Context: an optimization exercise on an open-source flow, tuned for small area. The choices shown serve that exercise and are no tape-out recipe.
The RTL was checked by simulation tests, not by an equivalence proof against the original design.
No activity file was given, so power comes from the tool's default toggle rates. The flow treats the clock pin as an ideal source, which a real chip does not have.

==> design/flow/design.v <==
`default_nettype none
module cordic
( input  var        i_clk
, input  var        i_ld    
, input  var [ 4:0] i_it    
, input  var [15:0] i_ph    
, input  var [15:0] i_phf   
, output var [15:0] o_sin   
);
logic [15:0] qph;   
always_comb qph = i_ph[14] ? {~i_ph[13:0], 2'b11} : {i_ph[13:0], 2'b01};
logic [15:0] qphf;
always_comb qphf = i_phf[14] ? {~i_phf[13:0], 2'b11} : {i_phf[13:0], 2'b01};
logic [22:0] angle;
always_comb
  case (i_it)
    5'd1:  angle = 23'h25C80A;
    5'd2:  angle = 23'h13F670;
    5'd3:  angle = 23'h0A2223;
    5'd4:  angle = 23'h05161A;
    5'd5:  angle = 23'h028BAF;
    5'd6:  angle = 23'h0145EC;
    5'd7:  angle = 23'h00A2F8;
    5'd8:  angle = 23'h00517C;
    5'd9:  angle = 23'h0028BE;
    5'd10: angle = 23'h00145F;
    5'd11: angle = 23'h000A2F;
    5'd12: angle = 23'h000517;
    5'd13: angle = 23'h00028B;
    5'd14: angle = 23'h000145;
    5'd15: angle = 23'h0000A2;
    5'd16: angle = 23'h000051;
    5'd17: angle = 23'h000028;
    5'd18: angle = 23'h000014;
    5'd19: angle = 23'h00000A;
    default: angle = 23'h000000;
  endcase
logic [17:0] x, y;
logic [22:0] p;
logic        d;  
always_comb d = p[22];
logic [17:0] xs, ys;
always_comb begin
  xs = x >> i_it;
  ys = y >> i_it;
end
logic [17:0] x_n, y_n;
logic [22:0] p_n;
gw_add #(.W(18)) m_xadd (.i_a(x), .i_b(ys ^ {18{!d}}),    .i_c(!d), .o_s(x_n));
gw_add #(.W(18)) m_yadd (.i_a(y), .i_b(xs ^ {18{d}}),     .i_c(d),  .o_s(y_n));
gw_add #(.W(23)) m_padd (.i_a(p), .i_b(angle ^ {23{!d}}), .i_c(!d), .o_s(p_n));
always_ff @(posedge i_clk)
  if (i_ld) begin
    x <= qph[15] ? 18'd0 : {16'hDBD9, 2'b00};
    y <= qph[15] ? {16'hDBD9, 2'b00} : 18'd0;
    p <= {qph, 7'd0};
  end else begin
    x <= x_n;
    y <= y_n;
    p <= p_n;
  end
logic at_edge, edge_hi;
always_comb begin
  at_edge = (qphf[15:5] == 11'h7FF) || (qphf[15:5] == 11'h000);
  edge_hi = qphf[15] && (qphf[4:0] > 5'd4);
end
logic [5:0] lo_val;
always_comb lo_val = {1'b0, qphf[4:0]} + {2'b0, qphf[4:1]};
always_comb
  if (!at_edge)        o_sin = y[17:2];
  else if (edge_hi) o_sin = 16'hFFFE;
  else              o_sin = qphf[15] ? y[17:2] : {10'd0, lo_val};
endmodule
`default_nettype none
module saw2sin
( input  var [15:0] i_saw
, input  var [15:0] i_qsin
, output var [15:0] o_sin
, output var        o_c
);
logic invert;
always_comb invert = i_saw[15];
logic reverse;
always_comb reverse = i_saw[14];
always_comb o_sin = {1'b0, i_qsin[15:1]};  
always_comb o_c   = reverse ? (!invert && i_qsin[0]) : invert;
endmodule
`default_nettype none
module genWave
( input  var        i_clk48     
, input  var        i_rst48_n   
, input  var        i_pause     
, input  var [ 4:0] i_osc_sel   
, input  var [23:0] i_t_freq    
, input  var        i_tf_valid  
, input  var [ 7:0] i_wav_sel   
, input  var        i_ws_valid  
, output var [15:0] o_sample    
, output var        o_pulse     
);
logic [5:0] slot;
logic [4:0] cyc;
logic       slot_end;
always_comb slot_end = (slot == 6'd47) ? (cyc == 5'd12) : (cyc == 5'd20);
always_ff @(posedge i_clk48)
  if (!i_rst48_n) begin
    slot <= 6'd47;
    cyc  <= 5'd12;
  end else if (slot_end) begin
    slot <= (slot == 6'd47) ? 6'd0 : slot + 6'd1;
    cyc  <= 5'd0;
  end else begin
    cyc  <= cyc + 5'd1;
  end
logic sweep;       
logic pulse;
logic vis;         
logic fin;         
always_comb begin
  sweep = !slot[5];
  pulse = (slot == 6'd0) && (cyc == 5'd0);
  vis   = sweep && (cyc == 5'd0);
  fin   = sweep && (cyc == 5'd20);
end
always_comb o_pulse = pulse;
logic fp;  
always_ff @(posedge i_clk48)
  if (!i_rst48_n)                  fp <= 1'b1;
  else if (fin && slot == 6'd31)   fp <= 1'b0;
logic [4:0] rot;
always_ff @(posedge i_clk48) rot <= rot + 5'd1;
logic [14:0] st_in;
gw_step m_step
( .i_f  (i_t_freq)
, .o_st (st_in)
);
logic [1:0] w_in;
always_comb w_in = (i_wav_sel[7:2] == 6'd0) ? i_wav_sel[1:0] : 2'd0;
logic [4:0] wpos;  
always_comb wpos = i_osc_sel + rot;
logic [3:0] dec_st, dec_ws;
logic [7:0] dec_hi;
always_comb begin
  for (int i = 0; i < 4; i++) begin
    dec_st[i] = i_tf_valid && (wpos[1:0] == 2'(i));
    dec_ws[i] = i_ws_valid && (wpos[1:0] == 2'(i));
  end
  for (int i = 0; i < 8; i++) dec_hi[i] = (wpos[4:2] == 3'(i));
end
logic [15:0] ph_r [0:31];
logic [14:0] st_r [0:31];
logic [ 1:0] w_r  [0:31];
logic [15:0] ph_new;   
for (genvar p = 0; p < 32; p++) begin: l_ring
  localparam int Q = (p + 31) % 32;
  logic wst, wws;
  always_comb begin
    wst = dec_st[p % 4] && dec_hi[p / 4];
    wws = dec_ws[p % 4] && dec_hi[p / 4];
  end
  if (p == 1) begin: l_upd
    always_ff @(posedge i_clk48) ph_r[p] <= ph_new;
  end else begin: l_shift
    always_ff @(posedge i_clk48) ph_r[p] <= ph_r[Q];
  end
  if (p % 2 == 0) begin: l_even
    always_ff @(posedge i_clk48) begin
      st_r[p] <= ~(wst ? ~st_in : st_r[Q]);
      w_r[p]  <= ~(wws ? ~w_in  : w_r[Q]);
    end
  end else begin: l_odd
    always_ff @(posedge i_clk48) begin
      st_r[p] <= ~(wst ? st_in : st_r[Q]);
      w_r[p]  <= ~(wws ? w_in  : w_r[Q]);
    end
  end
end
logic [15:0] ph0;
logic [14:0] st0;
always_comb begin
  ph0 = ph_r[0];
  st0 = st_r[0];
end
logic st_zero, do_add, do_half;
always_comb begin
  st_zero = (st0 == 15'd0);
  do_add  = vis && !st_zero && !i_pause;
  do_half = vis && st_zero;
end
logic [15:0] ph_sum;
gw_add #(.W(16)) m_phadd
( .i_a  (ph0)
, .i_b  ({1'b0, st0 & {15{do_add}}})
, .i_c  (1'b0)
, .o_s  (ph_sum)
);
always_comb
  if (vis && fp)    ph_new = 16'd0;
  else if (do_half) ph_new = {ph0[15], ph0[15:1]};
  else              ph_new = ph_sum;
logic [15:0] ph;
logic [ 1:0] w;
always_comb begin
  ph = ph_r[20];  
  w  = w_r[20];
end
logic [15:0] qsin;
cordic m_cordic
( .i_clk (i_clk48)
, .i_ld  (cyc == 5'd0)
, .i_it  (cyc)
, .i_ph  (ph_new)
, .i_phf (ph)
, .o_sin (qsin)
);
logic [15:0] sine;   
logic        sine_c;
saw2sin m_saw2sin
( .i_saw  (ph)
, .i_qsin (qsin)
, .o_sin  (sine)
, .o_c    (sine_c)
);
logic [15:0] sample_src;
always_comb
  case (w)
    2'd0:    sample_src = ph;
    2'd1:    sample_src = 16'h8000;
    2'd2:    sample_src = {~ph[14], ph[13:0], 1'b0};
    default: sample_src = sine;
  endcase
logic [15:0] sample;
logic        sample_c;
always_comb begin
  sample   = sample_src ^ {16{ph[15] && (w != 2'd0)}};
  sample_c = (w == 2'd3) && sine_c;
end
logic [20:0] acc;
logic [ 5:0] m;  
logic        shift;
always_comb shift = slot[5] && (m != 6'd0);
logic [15:0] addend;
always_comb addend = sample & {16{fin}};
logic [20:0] acc_in, acc_sum;
always_comb acc_in = shift ? {acc[20], acc[20:1]} : acc;
gw_add #(.W(21)) m_accadd
( .i_a  (acc_in)
, .i_b  ({{5{addend[15]}}, addend})
, .i_c  (fin && sample_c)
, .o_s  (acc_sum)
);
always_ff @(posedge i_clk48)
  if (pulse) begin
    acc <= 21'd0;
    m   <= 6'h3F;
  end else begin
    acc <= acc_sum;
    if (fin)        m <= m + {5'd0, (ph != 16'd0)};
    else if (shift) m <= {1'b0, m[5:1]};
  end
always_comb o_sample = acc[15:0];
endmodule
module gw_add #(parameter int W = 8)
( input  var [W-1:0] i_a
, input  var [W-1:0] i_b
, input  var         i_c
, output var [W-1:0] o_s
);
logic [W:0] c;
always_comb c[0] = i_c;
for (genvar i = 0; i < W; i++) begin: l_bit
  always_comb begin
    o_s[i]  = i_a[i] ^ i_b[i] ^ c[i];
    c[i+1]  = (i_a[i] & i_b[i]) | (i_a[i] & c[i]) | (i_b[i] & c[i]);
  end
end
endmodule
module gw_step
( input  var [23:0] i_f
, output var [14:0] o_st
);
logic [23:0] t0, t1, t2, t3, t4;
always_comb begin
  t0 = {i_f[14:0], 9'd0};
  t1 = {i_f[16:0], 7'd0};
  t2 = {i_f[17:0], 6'd0};
  t3 = ~{i_f[21:0], 2'd0};
  t4 = ~i_f;
end
logic [23:0] s0, c0, s1, c1, s2, c2;
always_comb begin
  s0 = t0 ^ t1 ^ t2;
  c0 = {((t0[22:0] & t1[22:0]) | (t0[22:0] & t2[22:0]) | (t1[22:0] & t2[22:0])), 1'b0} | 24'd2;
  s1 = s0 ^ c0 ^ t3;
  c1 = {((s0[22:0] & c0[22:0]) | (s0[22:0] & t3[22:0]) | (c0[22:0] & t3[22:0])), 1'b0};
  s2 = s1 ^ c1 ^ t4;
  c2 = {((s1[22:0] & c1[22:0]) | (s1[22:0] & t4[22:0]) | (c1[22:0] & t4[22:0])), 1'b0};
end
logic [23:0] prod;
gw_add #(.W(24)) m_add
( .i_a (s2)
, .i_b (c2)
, .i_c (1'b0)
, .o_s (prod)
);
always_comb o_st = prod[23:9];
endmodule
==> design/flow/flow/run.sh <==
#!/bin/bash
# The standard layout (standard.sh), changed in three ways:
#  - synthesis maps the logic with ABC's area mapper (amap, flow/abc_area.script),
#    which turns the ring shift registers' write selects into one o22ai per bit;
#  - clock tree synthesis inserts no dummy loads;
#  - the ports are buffered with the smallest buffer.
# Registers, their names and their cell types are those of the standard synthesis:
# only the combinational mapping differs.
set -euo pipefail
WORK=$(pwd)
rm -rf "$WORK/scripts"
cp -r "$FLOW_HOME/scripts" "$WORK/scripts"
cp "$WORK/flow/abc_area.script" "$WORK/scripts/abc_area.script"
export SCRIPTS_DIR="$WORK/scripts"
export CTS_ARGS="-sink_clustering_enable -repair_clock_nets -sink_clustering_size 30 -sink_clustering_max_diameter 100 -buf_list sky130_fd_sc_hd__clkbuf_16 -dont_use_dummy_load"
export BUFFER_PORTS_ARGS="-buffer_cell sky130_fd_sc_hd__buf_1"
bash standard.sh synth > "$WORK/synth.log" 2>&1
bash standard.sh > "$WORK/layout.log" 2>&1
==> design/flow/flow/abc_area.script <==
strash
dch
amap
==> design/flow/standard.sh <==
#!/bin/bash
# synth_recipe.tcl (not shown) runs the flow's synth.tcl, then flattens the netlist and writes it again
# the make line also repeats each setting of config.mk as NAME=value (left out here)
make -C /OpenROAD-flow-scripts/flow DESIGN_CONFIG=/design/flow/config.mk WORK_HOME=/design/flow/orfs CLKGATE_MAP_FILE= SYNTH_SCRIPT=/design/flow/synth_recipe.tcl "${@:-finish}"
==> design/flow/config.mk <==
export PLATFORM = sky130hd
export DESIGN_NAME = genWave
export DESIGN_NICKNAME = genWave
export VERILOG_FILES = /design/flow/design.v
export SDC_FILE = /design/flow/constraint.sdc
export NUM_CORES = 4
export LEC_CHECK = 0
export ABC_AREA = 1
export CAP_MARGIN = 20
export CORE_MARGIN = 2
export CORE_UTILIZATION = 75
export CTS_BUF_LIST = sky130_fd_sc_hd__clkbuf_16
export CTS_CLUSTER_DIAMETER = 100
export CTS_CLUSTER_SIZE = 30
export PLACE_DENSITY = 0.85
export SLEW_MARGIN = 20
==> design/flow/constraint.sdc <==
create_clock -name core_clock -period 20.8 [get_ports {i_clk48}]
set_input_delay 4.1600 -clock core_clock [delete_from_list [all_inputs] [get_ports {i_clk48}]]
set_output_delay 4.1600 -clock core_clock [all_outputs]
set_load 0.01 [all_outputs]
==> summary.txt <==
-- worst max path at each step --
stage	depth (start not counted)	slack (ns)	startpoint	to
2_1_floorplan	30	7.58	i_t_freq[1]	st_r[11][14]$_DFF_P_
3_3_place_gp	31	6.47	i_t_freq[2]	st_r[11][14]$_DFF_P_
3_5_place_dp	31	6.26	i_t_freq[2]	st_r[3][14]$_DFF_P_
4_1_cts	31	6.92	i_t_freq[2]	st_r[3][14]$_DFF_P_
5_1_grt	31	6.33	i_t_freq[2]	st_r[3][14]$_DFF_P_
6_report	31	6.82	i_t_freq[2]	st_r[3][14]$_DFF_P_
-- worst max-delay path, delay by kind of cell --
family | cells | cell delay [ns]
AO/OA/AOI/OAI | 5 | 1.23
XOR/XNOR | 1 | 0.80
adder cells (fa/ha/maj) | 17 | 6.81
buffers and inverters | 6 | 1.37
AND/OR/NAND/NOR | 2 | 0.12
-- metrics by stage --
step	cell area (µm²)	util
3_3_place_gp	37170	0.7818
6_report	38310	0.8057
3_5_place_dp	37170	0.7818
2_1_floorplan	35910	-
5_1_grt	38300	0.8056
4_1_cts	38300	0.8054
-- kinds of logic (layout without fill, tap and decap cells) --
| kind of cell | count (synthesis) | in the layout | share of synthesized area |
|---|---|---|---|
| other cells | 0 | 2 | 0 |
| simple gates | 416 | 416 | 0.04972 |
| compound gates | 993 | 993 | 0.1727 |
| xor+xnor | 2 | 2 | 0.0004879 |
| fa+ha+maj | 182 | 182 | 0.09414 |
| buf+inv | 337 | 473 | 0.03690 |
| flops | 1159 | 1159 | 0.6461 |
-- placed cells by master (no fill, tap or decap), types with 23 or more instances in the layout --
master                         n
sky130_fd_sc_hd__buf_1        58
sky130_fd_sc_hd__dfxtp_1    1158
sky130_fd_sc_hd__o21ai_0      97
sky130_fd_sc_hd__clkinv_1    321
sky130_fd_sc_hd__buf_4        49
sky130_fd_sc_hd__nor2b_1      23
sky130_fd_sc_hd__a211oi_1     23
sky130_fd_sc_hd__ha_1         35
sky130_fd_sc_hd__clkbuf_16    45
sky130_fd_sc_hd__nand2_1      56
sky130_fd_sc_hd__o22ai_1     658
sky130_fd_sc_hd__a21oi_1     108
sky130_fd_sc_hd__nor2_1      253
sky130_fd_sc_hd__fa_1        147
-- layer usage --
metal  global-route usage  vias to the layer above  wire, µm
met1               0.4846                    12020     36180
met4               0.1704                        2      4428
li1                     -                    11270         -
met5                    0                        -        10
met2               0.5821                     1556     42090
met3              0.06096                      358      7857
-- area by class of cell --
class	count	area share
diodes	2	0.0001306
clock buffers	45	0.02940
inverters	321	0.03145
multi-input cells	1593	0.2979
flip-flops and latches	1159	0.6057
well taps	615	0.02009
repair buffers	107	0.01529
-- power by group through the flow --
stage | sequential, mW | combinational (mW) | clock, mW
global route | 3.16 | 2.66 | 1.10
detailed placement | 3.14 | 2.37 | 0
floorplan | 3.08 | 1.55 | 0
finish | 3.12 | 2.47 | 1.03
CTS | 3.11 | 2.40 | 1.03
global placement | 3.13 | 2.26 | 0
-- registers in the layout, summed over array words and instances (netlist names) --
signal,cells
m_cordic.p,23
st_r,480
ph_r,512
w_r,64
m,6
rot,5
slot,6
acc,21
fp,1
cyc,5
m_cordic.y,18
m_cordic.x,18
==> results.rst <==
.. list-table::
   :header-rows: 1

   * - Metric
     - Value
   * - Net switching power
     - 2.526 mW
   * - Area of all sequential standard cells
     - about 0.023 mm²
   * - Peak supply drop
     - approximately 0.31 mV
   * - Number of placed cells counting well taps
     - between 3000 and 4000
   * - Mapped Cells
     - slightly above 3000
   * - Seq pwr share
     - 0.472
   * - Wire length of the first global-routing pass
     - 139.8 mm
   * - Final period util
     - 0.6720
   * - Final hold violation count
     - 0
   * - Number of global-route vias before repair
     - approximately 25000
   * - Clock buffer depth
     - 3
   * - Hold Slack
     - roughly 0.28 ns
   * - Final wirelength
     - approximately 91 mm
   * - Number of inserted filler cells in the final layout
     - ~2600
   * - Die Width
     - roughly 220 µm
   * - Clock net sink count
     - 1159
   * - Buffers on Ports
     - 58
   * - Largest fanout of any net on the critical path
     - 17
   * - Post-synthesis net count
     - approximately 3300
   * - Highest cell delay on the worst timing path
     - ~0.80 ns
   * - Dominant cell by count in the synthesized netlist
     - sky130_fd_sc_hd__dfxtp_1
   * - Clock share of power
     - 0.155
   * - Reg-to-reg setup timing slack
     - ~8.3 ns
   * - Count of warnings emitted by yosys
     - 12
   * - FFs w/ async S/R, synth
     - 0
   * - Post-CTS sizing
     - 0
   * - Slew of the pin with the lowest slew margin
     - ~1.2 ns
   * - Result of the run
     - finished clean
   * - Worst slack, placed
     - around 6.3 ns
   * - Cell types with the highest counts after synthesis
     - 1159 x sky130_fd_sc_hd__dfxtp_1, 658 x sky130_fd_sc_hd__o22ai_1, 321 x sky130_fd_sc_hd__clkinv_1
   * - Slew margin rel.
     - 0.2194
   * - Signal arrival time at the worst endpoint
     - 14.52 ns
   * - Main area contributors after synthesis
     - sky130_fd_sc_hd__dfxtp_1 65%, sky130_fd_sc_hd__o22ai_1 11%, sky130_fd_sc_hd__fa_1 8.2%
   * - Combinational fraction of design power
     - 0.372
   * - Areal power density over the cells
     - between 150 and 200 mW/mm²
   * - Iteration count of the initial detailed-routing pass
     - 9
   * - Final HPWL from detailed placement
     - roughly 57 mm
   * - Final Power
     - 6.619 mW
   * - Endpoint of the worst-slack reg-to-reg timing path
     - acc[20]$_SDFF_PP0_
   * - Unrepaired setup endpoints after global routing
     - no
   * - Worst clock skew
     - between 0.1 and 0.15 ns
   * - Nature of the critical path endpoint
     - flop
   * - Antenna Violating Nets Remaining
     - 0
   * - Worst min-delay path category
     - reg2reg
   * - Crit start category
     - input pin
   * - Crit-path most repeated cell
     - sky130_fd_sc_hd__fa_1
   * - Placeable core region
     - 0.04755 mm²
   * - Clock-pin slew on the worst setup and hold paths
     - roughly 0.11 ns
   * - Dominant cell type by area after synthesis
     - sky130_fd_sc_hd__dfxtp_1
   * - Top_reg_cell synth
     - sky130_fd_sc_hd__dfxtp_1
   * - Antenna violations before repair
     - 1
   * - Via count of the routed design
     - 25200
   * - I/O pin count
     - between 50 and 60
   * - Routability-driven placement congestion ratio
     - 0.9027
   * - Fraction of post-synthesis cell area in the top cell type by area
     - 0.6461
   * - Number of hold buffers added after CTS
     - 0
   * - F_max
     - between 70 and 80 MHz
   * - Synthesis-stage register bit count
     - about 1200
   * - P_int
     - about 4.1 mW
   * - Layout cell share with drive strength beyond 1
     - 0.03132
   * - Footprint of the multi-input gates
     - ~0.011 mm²
   * - Overflow left after global routing
     - 0
   * - Standard-cell rows
     - 80
   * - Cell at the slowest stage of the critical path
     - sky130_fd_sc_hd__xor2_2
   * - Max-cap viol count
     - 0
   * - Pins over their slew limit
     - 0
   * - Synthesis-to-layout area growth
     - 6.672%
   * - Smallest setup slack after layout
     - between 6 and 7 ns
   * - H-Tree Level Count
     - 2
   * - Distinct cells, synth
     - 42
   * - Hold path endpoint
     - ph_r[27][10]$_DFF_P_
   * - Post-synth design cell area
     - 0.03591 mm²
   * - Number of cells on the worst reg-to-reg path
     - 35
   * - Final count of negative-setup-slack endpoints
     - 0
   * - Clock tree from TritonCTS
     - done
   * - Mapped Avg Cell Area
     - 11.63 µm²
   * - Required time of the critical path
     - 21.34 ns
   * - Cell leakage power
     - about 14 nW
   * - Iteration-0 DRC Markers
     - about 3000
   * - Type of the worst setup path
     - in2reg
   * - Post-layout min period
     - between 10 and 15 ns
   * - Number of buffers added by the clock tree synthesis step
     - 45
   * - Pin count of the biggest net entering global routing
     - 63
   * - Global routing usage summed across all routing layers
     - 0.3621
   * - Routed vias/inst
     - around 6.6
   * - Min-Delay Startpoint
     - ph_r[26][10]$_DFF_P_
   * - Post-layout instance count excluding filler cells
     - just under 4000
   * - Number of remaining DRC errors
     - 0
   * - Switching Fraction
     - 0.3817
   * - EDFF count, synth
     - 0
   * - Height of the die
     - 222.8 µm
   * - Die area
     - a little under 0.05 mm²
   * - Starting density of the core
     - 0.7553
   * - Later-pin clock latency in the skew report
     - 0.64 ns
   * - Detail-routed net length per standard cell
     - roughly 24 µm
   * - Worst hold path stage count
     - 0
   * - Net count, final
     - around 3500
   * - Library cell used as clock root buffer
     - sky130_fd_sc_hd__clkbuf_16
   * - Beginning of the worst register-to-register path
     - ph_r[20][14]$_DFF_P_
   * - Setup TNS
     - 0 ns
   * - Sequential cell area fraction in the yosys report
     - 0.6461
   * - Number of setup buffers added after CTS
     - 0

## separate check: timing with driven ports
The flow's constraints put no driver on any port. The routed layout listed below was extracted and timed again, unchanged, in two steps.
Step 1 (the two cells are an assumption about what drives the block):
set clk [get_ports {i_clk48}]
set_driving_cell -lib_cell sky130_fd_sc_hd__clkbuf_16 $clk
set_driving_cell -lib_cell sky130_fd_sc_hd__buf_2 [delete_from_list [all_inputs] $clk]
Step 2 times the ports against the registers' clock, not the clock port: input delays grow and output delays shrink by t, the midpoint of the rising clock arrivals with the driver on.
a / b / c = no drivers / after step 1 / after step 2; a / b = the first two.
t (ns): 0.647
setup WS [ns]: 6.822 / 6.848 / 6.201
worst slew at a driven data input, ns: 0.06
After both steps setup and hold are still met in this run. For this run, drivers alone change the setup slack by +0.026 ns; drivers and shift together by -0.621 ns.
